Source: an optimization exercise on an open RTL-to-GDS flow (aim: small area, a short achievable clock period and few clock cycles). Production flows keep margins and buffers that such runs may drop.
In this exercise RTL edits were held to simulation tests only and were not proved equivalent to the original.
No activity file was given, so power comes from the tool's default toggle rates.

// top
module top (
    input clk,
    input rst_n,
    input start,
    input valid,
    input [7:0] data_A,
    input [7:0] data_B,
    input [3:0] instruction,
    input [7:0] count,
    output reg [7:0] third_largest,
    output reg finish
);
    reg [7:0] a_q, b_q;
    reg [3:0] op_q;
    reg       item_q;      
    reg [7:0] r;           
    reg [7:0] remaining;   
    reg [7:0] largest, second_largest;
    reg       start_q;
    reg       last1, last2;
    wire [7:0] alu_result;
    ALU alu_inst (
        .A(a_q),
        .Bx(b_q),
        .instruction(op_q),
        .item(item_q),
        .F(alu_result)
    );
    wire [7:0] b_neg = {|data_B[6:0], |data_B[5:0], |data_B[4:0], |data_B[3:0],
                        |data_B[2:0], |data_B[1:0], data_B[0], 1'b0};
    wire [7:0] low_zero = {~|remaining[6:0], ~|remaining[5:0], ~|remaining[4:0],
                           ~|remaining[3:0], ~|remaining[2:0], ~|remaining[1:0],
                           ~remaining[0], 1'b1};
    always @(posedge clk) begin
        a_q     <= data_A;
        b_q     <= data_B ^ ({8{instruction == 4'b0001}} & b_neg);    
        op_q    <= instruction;
        r       <= alu_result;
        start_q <= start;
        if (start)
            remaining <= count;
        else if (valid)
            remaining <= remaining ^ low_zero;
    end
    always @(posedge clk or negedge rst_n) begin
  ...
For scale: about 430 cells after synthesis, about 3900 µm² of cells after synthesis.
export LEC_CHECK = 0
export ABC_CLOCK_PERIOD_IN_PS = 2000
export CAP_MARGIN = 20
export CORE_MARGIN = 2
export CORE_UTILIZATION = 40
export SETUP_SLACK_MARGIN = 4.4
export SLEW_MARGIN = 20
create_clock -name core_clock -period 6.0 [get_ports {clk}]
standard.sh (not shown) runs the stock make flow with config.mk's settings and CLKGATE_MAP_FILE= SYNTH_SCRIPT=/design/flow/synth_recipe.tcl, a recipe that flattens the netlist after the stock synthesis.
==> flow/flow/run.sh <==
#!/bin/bash
# Standard layout, with plain buffers (buf_2) on the ports instead of the
# delay buffers buffer_ports picks by default.
set -o pipefail
export BUFFER_PORTS_ARGS="-buffer_cell sky130_fd_sc_hd__buf_2"
bash standard.sh > standard.log 2>&1
Testbench counts at the start, summed over its fixed seeds: cycles 3,621.
==> next run, changes <==
- SETUP_SLACK_MARGIN: 4.4 -> 4.1
What happened: Sequential share of layout area is higher by 2.6 points. Setup slack gains 0.034 ns. Routed wire length is lower by 8.4%. Non-clock buffer count is lower by 18. Global-route usage is lower by 0.95 points. Critical path depth stays the same. Worst hold slack gains 0.028 ns. Final area is lower by 9.1%. Die area does not change. Synthesized area stays the same.

## v48
The RTL this note starts from:
==> flow/design.v <==
`timescale 1ns/1ps
module ALU (
    input  [7:0] A,
    input  [7:0] Bx,
    input  [3:0] instruction,
    input        item,
    output [7:0] F
);
    wire [3:0] op = instruction;
    wire [2:0] k  = Bx[2:0];                    
    wire is_as  = item & ~op[3] & ~op[2] & ~op[1];            
    wire is_shf = item & ~op[3] & ~op[2] & op[1];             
    wire is_rot = item & ~op[3] & op[2] & ~op[1];             
    wire left   = op[0];
    wire is_and = item & ~op[3] & op[2] & op[1] & ~op[0];    
    wire is_or  = item & ~op[3] & op[2] & op[1] & op[0];     
    wire is_not = item & op[3] & ~op[2] & ~op[1] & ~op[0];   
    wire is_xor = item & op[3] & ~op[2] & ~op[1] & op[0];    
    wire [7:0] sum = A + Bx;
    wire [7:0] p   = A ^ Bx;
    wire [7:0] g   = A & Bx;
    wire a0 = k[0];
    wire a1 = k[1] ^ (left & k[0]);
    wire a2 = k[2] ^ (left & (k[1] | k[0]));
    wire [7:0] s1 = a0 ? {A[0],    A[7:1]}  : A;
    wire [7:0] s2 = a1 ? {s1[1:0], s1[7:2]} : s1;
    wire [7:0] s4 = a2 ? {s2[3:0], s2[7:4]} : s2;
    wire shf_ok = is_shf & ~|Bx[7:3];
    wire rot_ok = is_rot & ~|Bx[7:4] & ~(Bx[3] & |k);
    wire [7:0] keep;
    genvar i;
    generate for (i = 0; i < 8; i = i + 1) begin : kp
        assign keep[i] = rot_ok | (shf_ok & (left ? (k <= i) : (k <= 7 - i)));
    end endgenerate
    assign F = ({8{is_as}} & sum) | (keep & s4) |
               ({8{is_xor | is_or}} & p) | ({8{is_and | is_or}} & g) | ({8{is_not}} & ~A);
endmodule
`timescale 1ns/1ps
module top (
    input clk,
    input rst_n,
    input start,
    input valid,
    input [7:0] data_A,
    input [7:0] data_B,
    input [3:0] instruction,
    input [7:0] count,
    output reg [7:0] third_largest,
    output reg finish
);
    reg [7:0] a_q, b_q;
    reg [3:0] op_q;
    reg       item_q;      
    reg [7:0] r;           
    reg [7:0] remaining;   
    reg [7:0] largest, second_largest;
    reg       last1, last2;
    wire [7:0] alu_result;
    ALU alu_inst (
        .A(a_q),
        .Bx(b_q),
        .instruction(op_q),
        .item(item_q),
        .F(alu_result)
    );
    wire [7:0] b_neg = {|data_B[6:0], |data_B[5:0], |data_B[4:0], |data_B[3:0],
                        |data_B[2:0], |data_B[1:0], data_B[0], 1'b0};
    wire [7:0] low_zero = {~|remaining[6:0], ~|remaining[5:0], ~|remaining[4:0],
                           ~|remaining[3:0], ~|remaining[2:0], ~|remaining[1:0],
                           ~remaining[0], 1'b1};
    always @(posedge clk) begin
        a_q     <= data_A;
        b_q     <= data_B ^ ({8{instruction == 4'b0001}} & b_neg);    
        op_q    <= instruction;
        r       <= alu_result;
        if (start)
            remaining <= count;
        else if (valid)
            remaining <= remaining ^ low_zero;
    end
    always @(posedge clk or negedge rst_n) begin
        if (!rst_n)
            item_q <= 1'b0;
        else
            item_q <= valid;
    end
    always @(posedge clk or negedge rst_n) begin
        if (!rst_n) begin
            last1  <= 1'b0;
            last2  <= 1'b0;
            finish <= 1'b0;
        end else begin
            last1  <= (valid && remaining == 8'd1) || (start && count == 8'd0);
            last2  <= last1;
            finish <= last2;
        end
    end
    function [1:0] cmp8;
        input [7:0] a, b;
        reg [7:0] g, l;
        reg [3:0] g1, l1;
        reg [1:0] g2, l2;
        integer i;
        begin
            g = a & ~b;
            l = ~a & b;
            for (i = 0; i < 4; i = i + 1) begin
                g1[i] = g[2*i+1] | (~l[2*i+1] & g[2*i]);
                l1[i] = l[2*i+1] | (~g[2*i+1] & l[2*i]);
            end
            for (i = 0; i < 2; i = i + 1) begin
                g2[i] = g1[2*i+1] | (~l1[2*i+1] & g1[2*i]);
                l2[i] = l1[2*i+1] | (~g1[2*i+1] & l1[2*i]);
            end
            cmp8 = {g2[1] | (~l2[1] & g2[0]), l2[1] | (~g2[1] & l2[0])};
        end
    endfunction
    wire gt1, lt1, gt2, lt2, gt3, lt3;
    assign {gt1, lt1} = cmp8(r, largest);
    assign {gt2, lt2} = cmp8(r, second_largest);
    assign {gt3, lt3} = cmp8(r, third_largest);
    wire eq1 = ~gt1 & ~lt1;
    wire eq2 = ~gt2 & ~lt2;
    wire upd1 = gt1 | start;
    wire upd2 = (gt2 & ~eq1) | start;
    wire upd3 = (gt3 & ~eq2 & ~eq1) | start;
    wire [7:0] new2 = gt1 ? largest : r;
    wire [7:0] new3 = gt2 ? second_largest : r;
    always @(posedge clk) begin
        if (upd1) largest        <= r;
        if (upd2) second_largest <= new2;
        if (upd3) third_largest  <= new3;
    end
endmodule
Settings: LEC_CHECK=0, ABC_CLOCK_PERIOD_IN_PS=2200, CAP_MARGIN=20, CORE_MARGIN=2, CORE_UTILIZATION=40, SETUP_SLACK_MARGIN=3.8, SLEW_MARGIN=20; clock period 6.0 ns.
==> flow/flow/run.sh <==
#!/bin/bash
# Standard layout, with plain buffers (buf_2) on the ports instead of the
# delay buffers buffer_ports picks by default.
set -o pipefail
export BUFFER_PORTS_ARGS="-buffer_cell sky130_fd_sc_hd__buf_1"
bash standard.sh > standard.log 2>&1
Every stage of the flow completed for v48, and the final layout passed the timing, DRC and antenna checks.
Testbench counts of v48, summed over its fixed seeds: cycles 3,621.
The inputs of v11 differ from those of v48 as listed below.
# v48
export LEC_CHECK = 0
export ABC_CLOCK_PERIOD_IN_PS = 2200
export CAP_MARGIN = 20
export CORE_MARGIN = 2
export CORE_UTILIZATION = 40
export SETUP_SLACK_MARGIN = 3.8
export SLEW_MARGIN = 20
create_clock -name core_clock -period 6.0 [get_ports {clk}]
# v11
export LEC_CHECK = 0
export CAP_MARGIN = 20
export CORE_MARGIN = 2
export CORE_UTILIZATION = 40
export SETUP_SLACK_MARGIN = 3.8
export SLEW_MARGIN = 20
export TNS_END_PERCENT = 10
create_clock -name core_clock -period 6.0 [get_ports {clk}]
==> flow/flow/run.sh <==
#!/bin/bash
# Standard layout, except:
#  - plain buffers (buf_1) on the ports instead of the delay buffers
#    buffer_ports picks by default;
#  - synthesis maps the logic with a delay-driven ABC script
#    (flow/abc_delay.script) instead of ORFS's abc_speed script. Everything
#    else in synthesis is the standard flow's own (flow/synth.tcl is synth_recipe.tcl with
#    an abc wrapper that swaps in the script), so the registers are the same.
set -o pipefail
FLOW_DIR=$(cd "$(dirname "$0")" && pwd)
export BUFFER_PORTS_ARGS="-buffer_cell sky130_fd_sc_hd__buf_1"
export MY_ABC_SCRIPT=$FLOW_DIR/abc_delay.script
bash standard.sh SYNTH_SCRIPT=$FLOW_DIR/synth.tcl finish > standard.log 2>&1
==> flow/flow/abc_delay.script (new file) <==
strash
dch
map -D 1000
buffer -p
upsize -D 1000
dnsize -D 1000
stime -p
==> flow/flow/synth.tcl (new file) <==
proc synth {args} { yosys synth -nofsm -noshare {*}$args }

proc abc {args} {
  set i [lsearch -exact $args -script]
  if {$i >= 0 && [info exists ::env(MY_ABC_SCRIPT)]} { lset args [expr {$i + 1}] $::env(MY_ABC_SCRIPT) }
  yosys abc {*}$args
}
source $::env(SCRIPTS_DIR)/synth.tcl
# left out here: clear keep_hierarchy, flatten, clean up, hide names made inside functions, write 1_2_yosys.v
==> comparison <==
Higher share of power burned in the clock network goes to v11 over v48. Looking at v48 and v11, the total power is a wash. Depth of the worst register-to-register path was lower in the run labelled v48. Compared with v48, in v11 met3 global-route usage fell by 0.33 points; maximum net fanout on the critical path fell by 3; wire length reported by the detailed router fell by 1.2%. [v11 vs v48] buffer count excluding the clock tree in the final layout: lower in v11.
> inputs changed (v11 -> v25)
# v11
export LEC_CHECK = 0
export CAP_MARGIN = 20
export CORE_MARGIN = 2
export CORE_UTILIZATION = 40
export SETUP_SLACK_MARGIN = 3.8
export SLEW_MARGIN = 20
export TNS_END_PERCENT = 10
create_clock -name core_clock -period 6.0 [get_ports {clk}]
# v25
export LEC_CHECK = 0
export CAP_MARGIN = 20
export CORE_MARGIN = 2
export CORE_UTILIZATION = 60
export SETUP_SLACK_MARGIN = 3.8
export SLEW_MARGIN = 20
create_clock -name core_clock -period 6.0 [get_ports {clk}]
### Flow results
Changes observed in v25 relative to v11: weighted congestion reported at the end of routability-driven placement picked up an extra 11%, share of cells above drive strength 1 now sits higher, peak clock frequency supported by timing shows an increase of about 2.7%, shortest clock period the worst path allows after layout shows a reduction of 0.058 ns.
Result for v11 and v25: all clean
v11 vs v25, most congested layer reported by global routing: met2 vs met1
[inputs] v13 vs v25
# v25
export LEC_CHECK = 0
export CAP_MARGIN = 20
export CORE_MARGIN = 2
export CORE_UTILIZATION = 60
export SETUP_SLACK_MARGIN = 3.8
export SLEW_MARGIN = 20
create_clock -name core_clock -period 6.0 [get_ports {clk}]
# v13
export LEC_CHECK = 0
export CAP_MARGIN = 20
export CORE_MARGIN = 2
export CORE_UTILIZATION = 40
export CTS_BUF_LIST = sky130_fd_sc_hd__clkbuf_8 sky130_fd_sc_hd__clkbuf_4
export SETUP_SLACK_MARGIN = 3.8
export SLEW_MARGIN = 20
create_clock -name core_clock -period 6.0 [get_ports {clk}]
Of v13 and v25, the run reporting the lower vertical die dimension was v25.
Measured against v25, the die outline area of v13 comes out at 1.5 times the reference value.
Across v13 and v25, none had a timing, DRC or antenna violation.
The power in combinational cells of v13 and that of v25 are within noise of each other.

Starts from the design.v that is shown in full above.
==> flow/config.mk <==
export PLATFORM = sky130hd
export DESIGN_NAME = top
export DESIGN_NICKNAME = top
export VERILOG_FILES = /design/flow/design.v
export SDC_FILE = /design/flow/constraint.sdc
export NUM_CORES = 4
export LEC_CHECK = 0
export CAP_MARGIN = 20
export CORE_MARGIN = 2
export CORE_UTILIZATION = 40
export SETUP_SLACK_MARGIN = 3.8
export SLEW_MARGIN = 20
==> flow/constraint.sdc <==
create_clock -name core_clock -period 6.0 [get_ports {clk}]
set_input_delay 1.2000 -clock core_clock [delete_from_list [all_inputs] [get_ports {clk}]]
set_output_delay 1.2000 -clock core_clock [all_outputs]
set_load 0.01 [all_outputs]
==> flow/flow/run.sh <==
#!/bin/bash
# Standard layout, except:
#  - plain buffers (buf_1) on the ports instead of the delay buffers
#    buffer_ports picks by default;
#  - synthesis maps the logic with a delay-driven ABC script
#    (flow/abc_delay.script) instead of ORFS's abc_speed script. Everything
#    else in synthesis is the standard flow's own (flow/synth.tcl is synth_recipe.tcl with
#    an abc wrapper that swaps in the script), so the registers are the same.
set -o pipefail
FLOW_DIR=$(cd "$(dirname "$0")" && pwd)
export BUFFER_PORTS_ARGS="-buffer_cell sky130_fd_sc_hd__buf_1"
export MY_ABC_SCRIPT=$FLOW_DIR/abc_delay.script
bash standard.sh SYNTH_SCRIPT=$FLOW_DIR/synth.tcl finish > standard.log 2>&1
==> flow/flow/abc_delay.script <==
strash
dch
map -D 800
buffer -p
upsize -D 800
dnsize -D 800
stime -p
==> flow/flow/synth.tcl <==
proc synth {args} { yosys synth -nofsm -noshare {*}$args }

proc abc {args} {
  set i [lsearch -exact $args -script]
  if {$i >= 0 && [info exists ::env(MY_ABC_SCRIPT)]} { lset args [expr {$i + 1}] $::env(MY_ABC_SCRIPT) }
  yosys abc {*}$args
}
source $::env(SCRIPTS_DIR)/synth.tcl
# left out here: clear keep_hierarchy, flatten, clean up, hide names made inside functions, write 1_2_yosys.v
The first run produced a clean layout.
Testbench counts at the start, summed over its fixed seeds: cycles 3,621.
Next try:
==> flow/flow/abc_delay.script (replaced) <==
strash
dch
map -D 1000
buffer -p
upsize -D 1000
dnsize -D 1000
stime -p
Fmax came out higher by 0.38%.
Total power came out lower by 1.5%.
First-iteration DRC count came out higher by 35%.
Final area came out lower by 0.33%.
Synthesized area came out lower by 0.79%.
Global-route usage came out higher by 0.93 points.
Worst hold slack improves by 3.1 ps.
Next try:
--- a/flow/config.mk
+++ b/flow/config.mk
@@ -11 +11 @@
-export SETUP_SLACK_MARGIN = 3.8
+export SETUP_SLACK_MARGIN = 4.0
Synthesized cell count stays the same.
Final cell count climbs by a few percent.
Clock-buffer cell count drops by 2.
Core utilization climbs by 2.5 points.
Clock power climbs by roughly a tenth.
Via count climbs slightly.
Die area is unchanged.

Setup of job 7611:
Starts from the design.v that is shown in full above.
==> flow/config.mk <==
export PLATFORM = sky130hd
export DESIGN_NAME = top
export DESIGN_NICKNAME = top
export VERILOG_FILES = /design/flow/design.v
export SDC_FILE = /design/flow/constraint.sdc
export NUM_CORES = 4
export LEC_CHECK = 0
export CAP_MARGIN = 20
export CORE_MARGIN = 2
export CORE_UTILIZATION = 40
export SETUP_SLACK_MARGIN = 3.8
export SLEW_MARGIN = 20
==> flow/constraint.sdc <==
create_clock -name core_clock -period 6.0 [get_ports {clk}]
set_input_delay 1.2000 -clock core_clock [delete_from_list [all_inputs] [get_ports {clk}]]
set_output_delay 1.2000 -clock core_clock [all_outputs]
set_load 0.01 [all_outputs]
==> flow/flow/abc_delay.script <==
strash
dc2
dch
map -D 1200
buffer -p
upsize -D 1200
dnsize -D 1200
Scripts as last shown in full above: flow/flow/run.sh, flow/flow/synth.tcl
Job 7611: done, clean on timing, DRC and antenna
Testbench counts of job 7611, summed over its fixed seeds: cycles 3,621.
The inputs of job 8486 differ from those of job 7611 as listed below.
- PLACE_DENSITY: unset -> 0.8
==> flow/flow/abc_delay.script <==
strash
dch
map -D 1000
buffer -p
upsize -D 1000
dnsize -D 1000
stime -p
### Flow results
[compare] base=job 7611 new=job 8486: share of power burned in combinational logic now sits lower; maximum frequency now sits higher; endpoint required time on the critical path now sits lower; area of all placed cells without fillers now sits lower; total wirelength of the detailed-routed design now sits lower.
Across both runs, cell depth of the worst flop-to-flop path was lower for job 8486 than for job 7611.
Side by side, total global routing track utilization turned out higher in job 8486 than in job 7611.
Summary of the comparison: wire length on met1 is lower in job 8486, relative to job 7611.
In job 8486 relative to job 7611, number of multi-input logic gates had gone up by a few percent.
Job 8486: full flow OK, the timing, DRC and antenna checks passed
The following lists how job 3594 was set up differently from job 8486:
- PLACE_DENSITY removed (was 0.8)
- CTS_CLUSTER_DIAMETER newly set to 100
- CTS_CLUSTER_SIZE newly set to 30
[summary]
- Diff job 8486 -> job 3594: maximum frequency held; worst setup margin has increased; met2 routed wirelength has decreased.
- In job 3594 the fraction of area in multi-input gates turned out 0.41 points higher than in job 8486.
- Diff job 8486 -> job 3594: sequential power level, clock-buffer cell count moved up, clock period minus final worst setup slack moved down, count of plain and timing-repair buffers moved down, first-pass GRT wire length moved up.
Modified inputs, job 6097 compared to job 3594
- SETUP_SLACK_MARGIN: 3.8 -> 3.7
- CTS_CLUSTER_SIZE: 30 -> unset
- CTS_CLUSTER_DIAMETER: 100 -> unset
### Flow results
Job 3594 reports its timing startpoint of the critical path as third_largest[5] while job 6097 reports third_largest[3]. Status: number of distinct library cells after synthesis parity (job 6097, job 3594). Synthesized area essentially unchanged between job 6097 and job 3594. Via count on job 6097 is ahead of job 3594.

what the ideal ports hide:
The results above use ideal ports. As a check the final layouts listed here were re-extracted and re-timed, cells and wires unchanged. Step 1 sets driving cells, clkbuf_16 on the clock port and buf_2 on the other inputs (assumed; they add their load-dependent delay and slew). Step 2 moves the port delays by t, midway between the first and last clock arrival at a register: inputs arrive t later, outputs are due t later. That takes back most of the time a late clock gives input paths. a / b / c = no drivers / after step 1 / after step 2; a / b = the first two.
| run | t, ns | setup slack, ns | worst hold slack (ns) | worst setup path after step 2 |
|---|---|---|---|---|
| the first run of note 1 | 0.374 | 3.746 / 3.746 / 3.636 | 0.351 / 0.351 / 0.351 | input to register |
| the second run of note 1 | 0.378 | 3.780 / 3.780 / 3.613 | 0.379 / 0.379 / 0.379 | input to register |
| v48 | 0.364 | 3.742 / 3.742 / 3.546 | 0.360 / 0.360 / 0.360 | input to register |
| v11 | 0.366 | 3.814 / 3.826 / 3.459 | 0.356 / 0.356 / 0.356 | input to register |
| v25 | 0.365 | 3.873 / 3.843 / 3.596 | 0.359 / 0.359 / 0.359 | input to register |
| v13 | 0.368 | 3.887 / 3.855 / 3.595 | 0.356 / 0.356 / 0.356 | input to register |
| the first run of note 3 | 0.372 | 3.879 / 3.848 / 3.625 | 0.353 / 0.353 / 0.353 | input to register |
| the second run of note 3 | 0.367 | 3.886 / 3.855 / 3.596 | 0.356 / 0.356 / 0.356 | input to register |
| the third run of note 3 | 0.369 | 3.921 / 3.890 / 3.689 | 0.357 / 0.357 / 0.357 | input to register |
| job 7611 | 0.370 | 3.827 / 3.838 / 3.468 | 0.353 / 0.353 / 0.353 | input to register |
| job 8486 | 0.366 | 3.881 / 3.851 / 3.582 | 0.366 / 0.366 / 0.366 | input to register |
| job 3594 | 0.367 | 3.886 / 3.855 / 3.596 | 0.356 / 0.356 / 0.356 | input to register |
| job 6097 | 0.360 | 3.874 / 3.844 / 3.525 | 0.355 / 0.355 / 0.355 | input to register |
After both steps every run listed still meets setup and hold. For job 7611, which loses most, drivers alone change the setup slack by +0.011 ns; drivers and shift together by -0.359 ns.
